Context: an optimization exercise on an open-source flow, tuned for small area, a short achievable clock period and few clock cycles. The choices shown serve that exercise and are no tape-out recipe. At most, simulation tests tie the RTL to the original design; equivalence was not proved. Power is estimated from default activity; no workload was simulated.

garnet:
// tinyalu
module tinyalu (
    input  wire  [7:0] A,
    input  wire  [7:0] B,
    input  wire        clk,
    input  wire  [2:0] op,
    input  wire        reset_n,
    input  wire        start,
    output wire        done,
    output wire [15:0] result
);
clock: 5.0 ns
lec_check: 0
abc_area: 1
cap_margin: 20
core_area: 2 2 62 62
cts_buf_list: sky130_fd_sc_hd__clkbuf_8
die_area: 0 0 64 64
place_density: 0.8
setup_slack_margin: 2.5
slew_margin: 20
standard.sh (not shown) runs the stock make flow with config.mk's settings and CLKGATE_MAP_FILE= SYNTH_SCRIPT=/design/flow/synth_recipe.tcl, a recipe that flattens the netlist after the stock synthesis.
==> flow/flow/run.sh <==
#!/bin/bash
# Layout flow: the standard ORFS flow (standard.sh, which runs the
# standard synthesis script) with two changes:
#  - the ports get plain buf_1 buffers instead of the delay cells that
#    buffer_ports picks by default;
#  - the half/full adder cells are added to the platform's don't-use list,
#    so that ABC maps the adders as ordinary gates.
# ORFS's own logs go to orfs/logs/; make's output goes to run_standard.log.
set -euo pipefail
export BUFFER_PORTS_ARGS="-buffer_cell sky130_fd_sc_hd__buf_1"
PLATFORM_DONT_USE="sky130_fd_sc_hd__probe_p_8 sky130_fd_sc_hd__probec_p_8 sky130_fd_sc_hd__lpflow_bleeder_1 sky130_fd_sc_hd__lpflow_clkbufkapwr_1 sky130_fd_sc_hd__lpflow_clkbufkapwr_16 sky130_fd_sc_hd__lpflow_clkbufkapwr_2 sky130_fd_sc_hd__lpflow_clkbufkapwr_4 sky130_fd_sc_hd__lpflow_clkbufkapwr_8 sky130_fd_sc_hd__lpflow_clkinvkapwr_1 sky130_fd_sc_hd__lpflow_clkinvkapwr_16 sky130_fd_sc_hd__lpflow_clkinvkapwr_2 sky130_fd_sc_hd__lpflow_clkinvkapwr_4 sky130_fd_sc_hd__lpflow_clkinvkapwr_8 sky130_fd_sc_hd__lpflow_decapkapwr_12 sky130_fd_sc_hd__lpflow_decapkapwr_3 sky130_fd_sc_hd__lpflow_decapkapwr_4 sky130_fd_sc_hd__lpflow_decapkapwr_6 sky130_fd_sc_hd__lpflow_decapkapwr_8 sky130_fd_sc_hd__lpflow_inputiso0n_1 sky130_fd_sc_hd__lpflow_inputiso0p_1 sky130_fd_sc_hd__lpflow_inputiso1n_1 sky130_fd_sc_hd__lpflow_inputiso1p_1 sky130_fd_sc_hd__lpflow_inputisolatch_1 sky130_fd_sc_hd__lpflow_isobufsrc_1 sky130_fd_sc_hd__lpflow_isobufsrc_16 sky130_fd_sc_hd__lpflow_isobufsrc_2 sky130_fd_sc_hd__lpflow_isobufsrc_4 sky130_fd_sc_hd__lpflow_isobufsrc_8 sky130_fd_sc_hd__lpflow_isobufsrckapwr_16 sky130_fd_sc_hd__lpflow_lsbuf_lh_hl_isowell_tap_1 sky130_fd_sc_hd__lpflow_lsbuf_lh_hl_isowell_tap_2 sky130_fd_sc_hd__lpflow_lsbuf_lh_hl_isowell_tap_4 sky130_fd_sc_hd__lpflow_lsbuf_lh_isowell_4 sky130_fd_sc_hd__lpflow_lsbuf_lh_isowell_tap_1 sky130_fd_sc_hd__lpflow_lsbuf_lh_isowell_tap_2 sky130_fd_sc_hd__lpflow_lsbuf_lh_isowell_tap_4 "
ADDERS="sky130_fd_sc_hd__ha_1 sky130_fd_sc_hd__ha_2 sky130_fd_sc_hd__ha_4 sky130_fd_sc_hd__fa_1 sky130_fd_sc_hd__fa_2 sky130_fd_sc_hd__fa_4"
bash standard.sh "DONT_USE_CELLS=$PLATFORM_DONT_USE $ADDERS" finish > run_standard.log 2>&1
In summary, garnet completed successfully, with a layout that passed the timing, DRC and antenna checks.
Testbench counts of garnet, summed over its fixed seeds: cycles 38,683.
[inputs] raven vs garnet
diff --git a/flow/config.mk b/flow/config.mk
--- a/flow/config.mk
+++ b/flow/config.mk
@@ -14 +14 @@
-export SETUP_SLACK_MARGIN = 2.5
+export SETUP_SLACK_MARGIN = 2.7
Findings:
Reported for garnet and raven, multi-input gate count turned out identical to the last digit.
Clock latency of the later-clocked register in the worst-skew pair: raven vs garnet — no meaningful difference
raven: fmax about 1.5% above garnet
diff inputs: raven => maple
diff --git a/flow/config.mk b/flow/config.mk
--- a/flow/config.mk
+++ b/flow/config.mk
@@ -13 +13 @@
-export PLACE_DENSITY = 0.8
+export PLACE_DENSITY = 0.65
- Growth of design area from synthesis to finish delta for maple relative to raven: 0.32 points lower
- maple vs. raven: routed length per instance went down by 0.13 um.
- Looking at count of instances resized after the clock tree is built across maple and raven, the one that comes out higher is maple.
- Compared with raven, in maple global routing usage on met2 has decreased; final design instance area without fill saw little to no change.
- Multi-input gate share of total cell area of raven is on par with maple.
- [maple] number of buffer and inverter instances along the worst setup path fell 1 relative to raven
- There was hardly any difference in critical path arrival between maple and raven.
- From raven to maple the numbers moved as follows: final wirelength fell by about 1%, core utilization essentially unchanged.
- In maple, the critical path depth came out 5 below the value in raven.
The following lists how onyx was set up differently from maple:
diff --git a/flow/config.mk b/flow/config.mk
--- a/flow/config.mk
+++ b/flow/config.mk
@@ -13 +13 @@
-export PLACE_DENSITY = 0.65
+export PLACE_DENSITY = 0.95
Results
- The lower final clock period utilization by the worst path came out of maple.
- Top achievable clock speed, maple and onyx: smaller value in onyx
- Between maple and onyx, the flow reports global-route wire length before repair increasing slightly.
- Post-CTS setup repair buffer count came out exactly the same in maple and onyx.
- Count of filler cells inserted in the layout: lower on onyx
- Clock insertion delay at the later pin of the skew report in onyx is 0.02 ns above maple.
- onyx reports a higher minimum clock period after layout than maple does.
- maple vs onyx, critical path launch point: busy vs A[1]
- onyx has transition time at the pin with the least slew margin above what maple had.
- Number of buffers inserted by port buffering: onyx vs maple identical


tinyalu, a different RTL version from the one above (not shown whole).
Size in the first run: roughly 190 cells after synthesis, roughly 39 I/O pins.
make LEC_CHECK=0 CAP_MARGIN=20 CORE_MARGIN=2 CORE_UTILIZATION=40 PLACE_DENSITY=0.6 SLEW_MARGIN=20 finish   # period 5.0 ns
run.sh (not shown) runs the stock make flow with config.mk's settings and CLKGATE_MAP_FILE= SYNTH_SCRIPT=/design/flow/synth_recipe.tcl, a recipe that flattens the netlist after the stock synthesis.
Stock flow here: none of the scripts above is used.
==> next run, changes <==
==> flow/flow/run.sh (new file) <==
#!/bin/bash
# Layout flow: the standard ORFS flow, with plain buffers on the ports
# instead of the delay cells buffer_ports picks by default.
set -euo pipefail
export BUFFER_PORTS_ARGS="-buffer_cell sky130_fd_sc_hd__buf_1"
bash standard.sh finish > run_standard.log 2>&1
==> flow/standard.sh (new file) <==
#!/bin/bash
# synth_recipe.tcl (not shown) runs the flow's synth.tcl, then flattens the netlist and writes it again
# the make line also repeats each setting of config.mk as NAME=value (left out here)
make -C /OpenROAD-flow-scripts/flow DESIGN_CONFIG=/design/flow/config.mk WORK_HOME=/design/flow/orfs CLKGATE_MAP_FILE= SYNTH_SCRIPT=/design/flow/synth_recipe.tcl "${@:-finish}"
--- a/flow/config.mk
+++ b/flow/config.mk
@@ -11,0 +12 @@
+export SETUP_SLACK_MARGIN = 2.5
removed: flow/run.sh
Effect: Power went up by 13%. First-iteration DRC count went down by 39%. Cell count went up by 5.5%. Non-clock buffer count went up by 13. Global-route usage went up by 1.0 points. Worst hold slack degrades by 0.0097 ns. Cell area went up by 2.9%. Wire length went up by 7.8%. Synthesized cell count stays the same.
No functional check of the RTL was part of any run of this note.


== exp/tundra ==
tinyalu, a different RTL version from the one above (not shown whole).
For scale: about 230 cells after synthesis, ~39 I/O pins, about 1500 sq um of cells after synthesis.
==> flow/config.mk <==
export PLATFORM = sky130hd
export DESIGN_NAME = tinyalu
export DESIGN_NICKNAME = tinyalu
export VERILOG_FILES = /design/flow/design.v
export SDC_FILE = /design/flow/constraint.sdc
export NUM_CORES = 4
export LEC_CHECK = 0
export CAP_MARGIN = 20
export CORE_MARGIN = 2
export CORE_UTILIZATION = 40
export PLACE_DENSITY = 0.6
export SETUP_SLACK_MARGIN = 2.5
export SLEW_MARGIN = 20
==> flow/constraint.sdc <==
create_clock -name core_clock -period 5.0 [get_ports {clk}]
set_input_delay 1.0000 -clock core_clock [delete_from_list [all_inputs] [get_ports {clk}]]
set_output_delay 1.0000 -clock core_clock [all_outputs]
set_load 0.01 [all_outputs]
standard.sh (not shown) runs the stock make flow with config.mk's settings and CLKGATE_MAP_FILE= SYNTH_SCRIPT=/design/flow/synth_recipe.tcl, a recipe that flattens the netlist after the stock synthesis.
==> flow/flow/run.sh <==
#!/bin/bash
# Layout flow: the standard ORFS flow (standard.sh) with these changes:
#  - synthesis is synth_recipe.tcl (the standard synthesis script) with ABC
#    run on flow/abc.script, an area-oriented mapping (amap);
#  - the ports get plain buf_1 buffers instead of the delay cells that
#    buffer_ports picks by default;
#  - the half/full adder cells are added to the platform's don't-use list,
#    so that ABC maps the adders as ordinary gates.
# ORFS's own logs go to orfs/logs/; make's output goes to run_standard.log.
set -euo pipefail
HERE=$(pwd)
export FLOW_ABC_SCRIPT="$HERE/flow/abc.script"
export BUFFER_PORTS_ARGS="-buffer_cell sky130_fd_sc_hd__buf_1"
{ head -n 1 synth_recipe.tcl; cat flow/abc_override.tcl; tail -n +2 synth_recipe.tcl; } > synth_custom.tcl
PLATFORM_DONT_USE="sky130_fd_sc_hd__probe_p_8 sky130_fd_sc_hd__probec_p_8 sky130_fd_sc_hd__lpflow_bleeder_1 sky130_fd_sc_hd__lpflow_clkbufkapwr_1 sky130_fd_sc_hd__lpflow_clkbufkapwr_16 sky130_fd_sc_hd__lpflow_clkbufkapwr_2 sky130_fd_sc_hd__lpflow_clkbufkapwr_4 sky130_fd_sc_hd__lpflow_clkbufkapwr_8 sky130_fd_sc_hd__lpflow_clkinvkapwr_1 sky130_fd_sc_hd__lpflow_clkinvkapwr_16 sky130_fd_sc_hd__lpflow_clkinvkapwr_2 sky130_fd_sc_hd__lpflow_clkinvkapwr_4 sky130_fd_sc_hd__lpflow_clkinvkapwr_8 sky130_fd_sc_hd__lpflow_decapkapwr_12 sky130_fd_sc_hd__lpflow_decapkapwr_3 sky130_fd_sc_hd__lpflow_decapkapwr_4 sky130_fd_sc_hd__lpflow_decapkapwr_6 sky130_fd_sc_hd__lpflow_decapkapwr_8 sky130_fd_sc_hd__lpflow_inputiso0n_1 sky130_fd_sc_hd__lpflow_inputiso0p_1 sky130_fd_sc_hd__lpflow_inputiso1n_1 sky130_fd_sc_hd__lpflow_inputiso1p_1 sky130_fd_sc_hd__lpflow_inputisolatch_1 sky130_fd_sc_hd__lpflow_isobufsrc_1 sky130_fd_sc_hd__lpflow_isobufsrc_16 sky130_fd_sc_hd__lpflow_isobufsrc_2 sky130_fd_sc_hd__lpflow_isobufsrc_4 sky130_fd_sc_hd__lpflow_isobufsrc_8 sky130_fd_sc_hd__lpflow_isobufsrckapwr_16 sky130_fd_sc_hd__lpflow_lsbuf_lh_hl_isowell_tap_1 sky130_fd_sc_hd__lpflow_lsbuf_lh_hl_isowell_tap_2 sky130_fd_sc_hd__lpflow_lsbuf_lh_hl_isowell_tap_4 sky130_fd_sc_hd__lpflow_lsbuf_lh_isowell_4 sky130_fd_sc_hd__lpflow_lsbuf_lh_isowell_tap_1 sky130_fd_sc_hd__lpflow_lsbuf_lh_isowell_tap_2 sky130_fd_sc_hd__lpflow_lsbuf_lh_isowell_tap_4 "
ADDERS="sky130_fd_sc_hd__ha_1 sky130_fd_sc_hd__ha_2 sky130_fd_sc_hd__ha_4 sky130_fd_sc_hd__fa_1 sky130_fd_sc_hd__fa_2 sky130_fd_sc_hd__fa_4"
bash standard.sh "DONT_USE_CELLS=$PLATFORM_DONT_USE $ADDERS" "SYNTH_SCRIPT=$HERE/synth_custom.tcl" finish > run_standard.log 2>&1
==> flow/flow/abc.script <==
strash
dch
amap
topo
stime -c
buffer -c
upsize -c
dnsize -c
==> flow/flow/abc_override.tcl <==
# Run ABC with flow/abc.script instead of ORFS's abc_area/abc_speed script.
proc abc {args} {
  set i [lsearch -exact $args -script]
  if {$i >= 0} {
    set args [lreplace $args [expr {$i + 1}] [expr {$i + 1}] $::env(FLOW_ABC_SCRIPT)]
  }
  yosys abc {*}$args
}
exp/tundra | status: complete | timing, DRC, antenna: pass
## Diff of input files: exp/cedar against exp/tundra
- ABC_AREA newly set to 1
==> flow/flow/run.sh <==
#!/bin/bash
# Layout flow: the standard ORFS flow (standard.sh, which runs the
# standard synthesis script) with two changes:
#  - the ports get plain buf_1 buffers instead of the delay cells that
#    buffer_ports picks by default;
#  - the half/full adder cells are added to the platform's don't-use list,
#    so that ABC maps the adders as ordinary gates.
# ORFS's own logs go to orfs/logs/; make's output goes to run_standard.log.
set -euo pipefail
export BUFFER_PORTS_ARGS="-buffer_cell sky130_fd_sc_hd__buf_1"
PLATFORM_DONT_USE="sky130_fd_sc_hd__probe_p_8 sky130_fd_sc_hd__probec_p_8 sky130_fd_sc_hd__lpflow_bleeder_1 sky130_fd_sc_hd__lpflow_clkbufkapwr_1 sky130_fd_sc_hd__lpflow_clkbufkapwr_16 sky130_fd_sc_hd__lpflow_clkbufkapwr_2 sky130_fd_sc_hd__lpflow_clkbufkapwr_4 sky130_fd_sc_hd__lpflow_clkbufkapwr_8 sky130_fd_sc_hd__lpflow_clkinvkapwr_1 sky130_fd_sc_hd__lpflow_clkinvkapwr_16 sky130_fd_sc_hd__lpflow_clkinvkapwr_2 sky130_fd_sc_hd__lpflow_clkinvkapwr_4 sky130_fd_sc_hd__lpflow_clkinvkapwr_8 sky130_fd_sc_hd__lpflow_decapkapwr_12 sky130_fd_sc_hd__lpflow_decapkapwr_3 sky130_fd_sc_hd__lpflow_decapkapwr_4 sky130_fd_sc_hd__lpflow_decapkapwr_6 sky130_fd_sc_hd__lpflow_decapkapwr_8 sky130_fd_sc_hd__lpflow_inputiso0n_1 sky130_fd_sc_hd__lpflow_inputiso0p_1 sky130_fd_sc_hd__lpflow_inputiso1n_1 sky130_fd_sc_hd__lpflow_inputiso1p_1 sky130_fd_sc_hd__lpflow_inputisolatch_1 sky130_fd_sc_hd__lpflow_isobufsrc_1 sky130_fd_sc_hd__lpflow_isobufsrc_16 sky130_fd_sc_hd__lpflow_isobufsrc_2 sky130_fd_sc_hd__lpflow_isobufsrc_4 sky130_fd_sc_hd__lpflow_isobufsrc_8 sky130_fd_sc_hd__lpflow_isobufsrckapwr_16 sky130_fd_sc_hd__lpflow_lsbuf_lh_hl_isowell_tap_1 sky130_fd_sc_hd__lpflow_lsbuf_lh_hl_isowell_tap_2 sky130_fd_sc_hd__lpflow_lsbuf_lh_hl_isowell_tap_4 sky130_fd_sc_hd__lpflow_lsbuf_lh_isowell_4 sky130_fd_sc_hd__lpflow_lsbuf_lh_isowell_tap_1 sky130_fd_sc_hd__lpflow_lsbuf_lh_isowell_tap_2 sky130_fd_sc_hd__lpflow_lsbuf_lh_isowell_tap_4 "
ADDERS="sky130_fd_sc_hd__ha_1 sky130_fd_sc_hd__ha_2 sky130_fd_sc_hd__ha_4 sky130_fd_sc_hd__fa_1 sky130_fd_sc_hd__fa_2 sky130_fd_sc_hd__fa_4"
bash standard.sh "DONT_USE_CELLS=$PLATFORM_DONT_USE $ADDERS" finish > run_standard.log 2>&1
removed: flow/flow/abc.script
removed: flow/flow/abc_override.tcl
- Sequential power for exp/cedar: about 3% up relative to exp/tundra
- exp/cedar vs exp/tundra — average via count per standard cell dropped 3.3%.
- Comparing exp/tundra and exp/cedar, the higher number of global-route vias before repair is on exp/cedar.
- Combined area of all synthesized cells for exp/cedar: about 30% up relative to exp/tundra
- Number of non-clock inverters up 96% in exp/cedar wrt exp/tundra
- Comparing exp/tundra and exp/cedar, number of cells on the worst reg-to-reg path is higher on exp/tundra.
- exp/tundra -> exp/cedar: die span in x increased by more than 10%
- Compared with exp/tundra, in exp/cedar routed wire length climbed 1.6 mm; register share of the cell area decreased by 4.4 points relative to the old numbers; relative contribution of sequential cells to total power decreased by 4.2 points relative to the old numbers; register-to-register slack rose by 900 ps.
The following lists how exp/juniper was set up differently from exp/cedar:
- ABC_AREA no longer set, was 1
==> flow/run.sh (new file) <==
#!/bin/bash
# synth_recipe.tcl (not shown) runs the flow's synth.tcl, then flattens the netlist and writes it again
# the make line also repeats each setting of config.mk as NAME=value (left out here)
make -C /OpenROAD-flow-scripts/flow DESIGN_CONFIG=/design/flow/config.mk WORK_HOME=/design/flow/orfs CLKGATE_MAP_FILE= SYNTH_SCRIPT=/design/flow/synth_recipe.tcl finish
removed: flow/flow/run.sh
removed: flow/standard.sh
==> comparison <==
For net switching power figure, dividing the value from exp/cedar by the value from exp/juniper gives 1.3. Die area: exp/cedar and exp/juniper compared, higher one is exp/cedar. In exp/juniper the leakage power turned out 11% lower than in exp/cedar. [exp/juniper] final area fell 3.4% relative to exp/cedar. Summary of exp/juniper over exp/cedar: non-clock buffer count now larger, number of rows created at floorplan -about 8%, routed wire length decreased by 19% relative to the old numbers. The final layout from exp/juniper, which completed every stage, passed the timing, DRC and antenna checks at the end of the flow.
Inputs modified between exp/juniper and exp/willow:
- ABC_AREA: unset -> 1
- SETUP_SLACK_MARGIN: 2.5 -> 2.0
==> flow/flow/run.sh (new file) <==
#!/bin/bash
# Layout flow: the standard ORFS flow (standard.sh, which runs the
# standard synthesis script) with two changes:
#  - the ports get plain buf_1 buffers instead of the delay cells that
#    buffer_ports picks by default;
#  - the half/full adder cells are added to the platform's don't-use list,
#    so that ABC maps the adders as ordinary gates.
# ORFS's own logs go to orfs/logs/; make's output goes to run_standard.log.
set -euo pipefail
export BUFFER_PORTS_ARGS="-buffer_cell sky130_fd_sc_hd__buf_1"
PLATFORM_DONT_USE="sky130_fd_sc_hd__probe_p_8 sky130_fd_sc_hd__probec_p_8 sky130_fd_sc_hd__lpflow_bleeder_1 sky130_fd_sc_hd__lpflow_clkbufkapwr_1 sky130_fd_sc_hd__lpflow_clkbufkapwr_16 sky130_fd_sc_hd__lpflow_clkbufkapwr_2 sky130_fd_sc_hd__lpflow_clkbufkapwr_4 sky130_fd_sc_hd__lpflow_clkbufkapwr_8 sky130_fd_sc_hd__lpflow_clkinvkapwr_1 sky130_fd_sc_hd__lpflow_clkinvkapwr_16 sky130_fd_sc_hd__lpflow_clkinvkapwr_2 sky130_fd_sc_hd__lpflow_clkinvkapwr_4 sky130_fd_sc_hd__lpflow_clkinvkapwr_8 sky130_fd_sc_hd__lpflow_decapkapwr_12 sky130_fd_sc_hd__lpflow_decapkapwr_3 sky130_fd_sc_hd__lpflow_decapkapwr_4 sky130_fd_sc_hd__lpflow_decapkapwr_6 sky130_fd_sc_hd__lpflow_decapkapwr_8 sky130_fd_sc_hd__lpflow_inputiso0n_1 sky130_fd_sc_hd__lpflow_inputiso0p_1 sky130_fd_sc_hd__lpflow_inputiso1n_1 sky130_fd_sc_hd__lpflow_inputiso1p_1 sky130_fd_sc_hd__lpflow_inputisolatch_1 sky130_fd_sc_hd__lpflow_isobufsrc_1 sky130_fd_sc_hd__lpflow_isobufsrc_16 sky130_fd_sc_hd__lpflow_isobufsrc_2 sky130_fd_sc_hd__lpflow_isobufsrc_4 sky130_fd_sc_hd__lpflow_isobufsrc_8 sky130_fd_sc_hd__lpflow_isobufsrckapwr_16 sky130_fd_sc_hd__lpflow_lsbuf_lh_hl_isowell_tap_1 sky130_fd_sc_hd__lpflow_lsbuf_lh_hl_isowell_tap_2 sky130_fd_sc_hd__lpflow_lsbuf_lh_hl_isowell_tap_4 sky130_fd_sc_hd__lpflow_lsbuf_lh_isowell_4 sky130_fd_sc_hd__lpflow_lsbuf_lh_isowell_tap_1 sky130_fd_sc_hd__lpflow_lsbuf_lh_isowell_tap_2 sky130_fd_sc_hd__lpflow_lsbuf_lh_isowell_tap_4 "
ADDERS="sky130_fd_sc_hd__ha_1 sky130_fd_sc_hd__ha_2 sky130_fd_sc_hd__ha_4 sky130_fd_sc_hd__fa_1 sky130_fd_sc_hd__fa_2 sky130_fd_sc_hd__fa_4"
bash standard.sh "DONT_USE_CELLS=$PLATFORM_DONT_USE $ADDERS" finish > run_standard.log 2>&1
==> flow/standard.sh (new file) <==
#!/bin/bash
# synth_recipe.tcl (not shown) runs the flow's synth.tcl, then flattens the netlist and writes it again
# the make line also repeats each setting of config.mk as NAME=value (left out here)
make -C /OpenROAD-flow-scripts/flow DESIGN_CONFIG=/design/flow/config.mk WORK_HOME=/design/flow/orfs CLKGATE_MAP_FILE= SYNTH_SCRIPT=/design/flow/synth_recipe.tcl "${@:-finish}"
removed: flow/run.sh
### Flow results
Per the comparison of exp/willow with exp/juniper, utilization dropped 20 points, total design power dropped about 22%, minimum setup slack in the final design climbed 710 ps, cell count climbed 44%. exp/willow against exp/juniper: cell area after synthesis now larger, critical path depth now smaller, upper clock frequency limit now larger, flop-to-flop setup slack now larger, average size of a mapped cell now smaller. Looking at capturing element of the worst setup path, the acc[4] result is from exp/willow; the acc[7] one comes from exp/juniper.
No functional check of the RTL was part of any run of this note.

## port drivers added, routing unchanged
The flow's constraints put no driver on any port. The routed layouts listed below were extracted and timed again, unchanged, in two steps. Step 1 (the two cells are an assumption about what drives the block):
set clk [get_ports {clk}]
set_driving_cell -lib_cell sky130_fd_sc_hd__clkbuf_16 $clk
set_driving_cell -lib_cell sky130_fd_sc_hd__buf_2 [delete_from_list [all_inputs] $clk]
Step 2 adds t to the input delays and takes it off the output delays; t is the mean of the earliest and latest rising clock arrival at the registers after step 1. Input paths then give back, and output paths get back, about the clock's delay inside the block. Slacks: ideal / step 1 / step 2; pairs: ideal / step 1.
| run | shift t [ns] | setup WS [ns] | hold WS [ns] | worst setup path at the end | worst data-port slew with drivers (ns) |
|---|---|---|---|---|---|
| garnet | 0.285 | 2.829 / 2.829 / 2.562 | 0.500 / 0.498 / 0.526 | input to register | 0.03 |
| raven | 0.283 | 2.862 / 2.864 / 2.580 | 0.500 / 0.499 / 0.526 | input to register | 0.03 |
| maple | 0.287 | 2.918 / 2.918 / 2.650 | 0.503 / 0.507 / 0.507 | input to register | 0.03 |
| onyx | 0.302 | 2.883 / 2.888 / 2.586 | 0.489 / 0.483 / 0.532 | input to register | 0.03 |
| the first run of note 2 | 0.286 | 1.201 / 1.200 / 0.914 | 0.462 / 0.462 / 0.462 | input to register | 0.03 |
| the second run of note 2 | 0.289 | 2.235 / 2.226 / 1.937 | 0.453 / 0.453 / 0.453 | input to register | 0.04 |
| exp/tundra | 0.278 | 1.648 / 1.630 / 1.352 | 0.482 / 0.482 / 0.482 | input to register | 0.05 |
| exp/cedar | 0.293 | 2.597 / 2.570 / 2.277 | 0.504 / 0.504 / 0.504 | input to register | 0.06 |
| exp/juniper | 0.287 | 1.602 / 1.574 / 1.287 | 0.449 / 0.449 / 0.449 | input to register | 0.05 |
| exp/willow | 0.288 | 2.309 / 2.315 / 2.027 | 0.499 / 0.499 / 0.499 | input to register | 0.03 |
After both steps every run listed still meets setup and hold. For exp/cedar, which loses most, drivers alone change the setup slack by -0.027 ns; drivers and shift together by -0.320 ns.
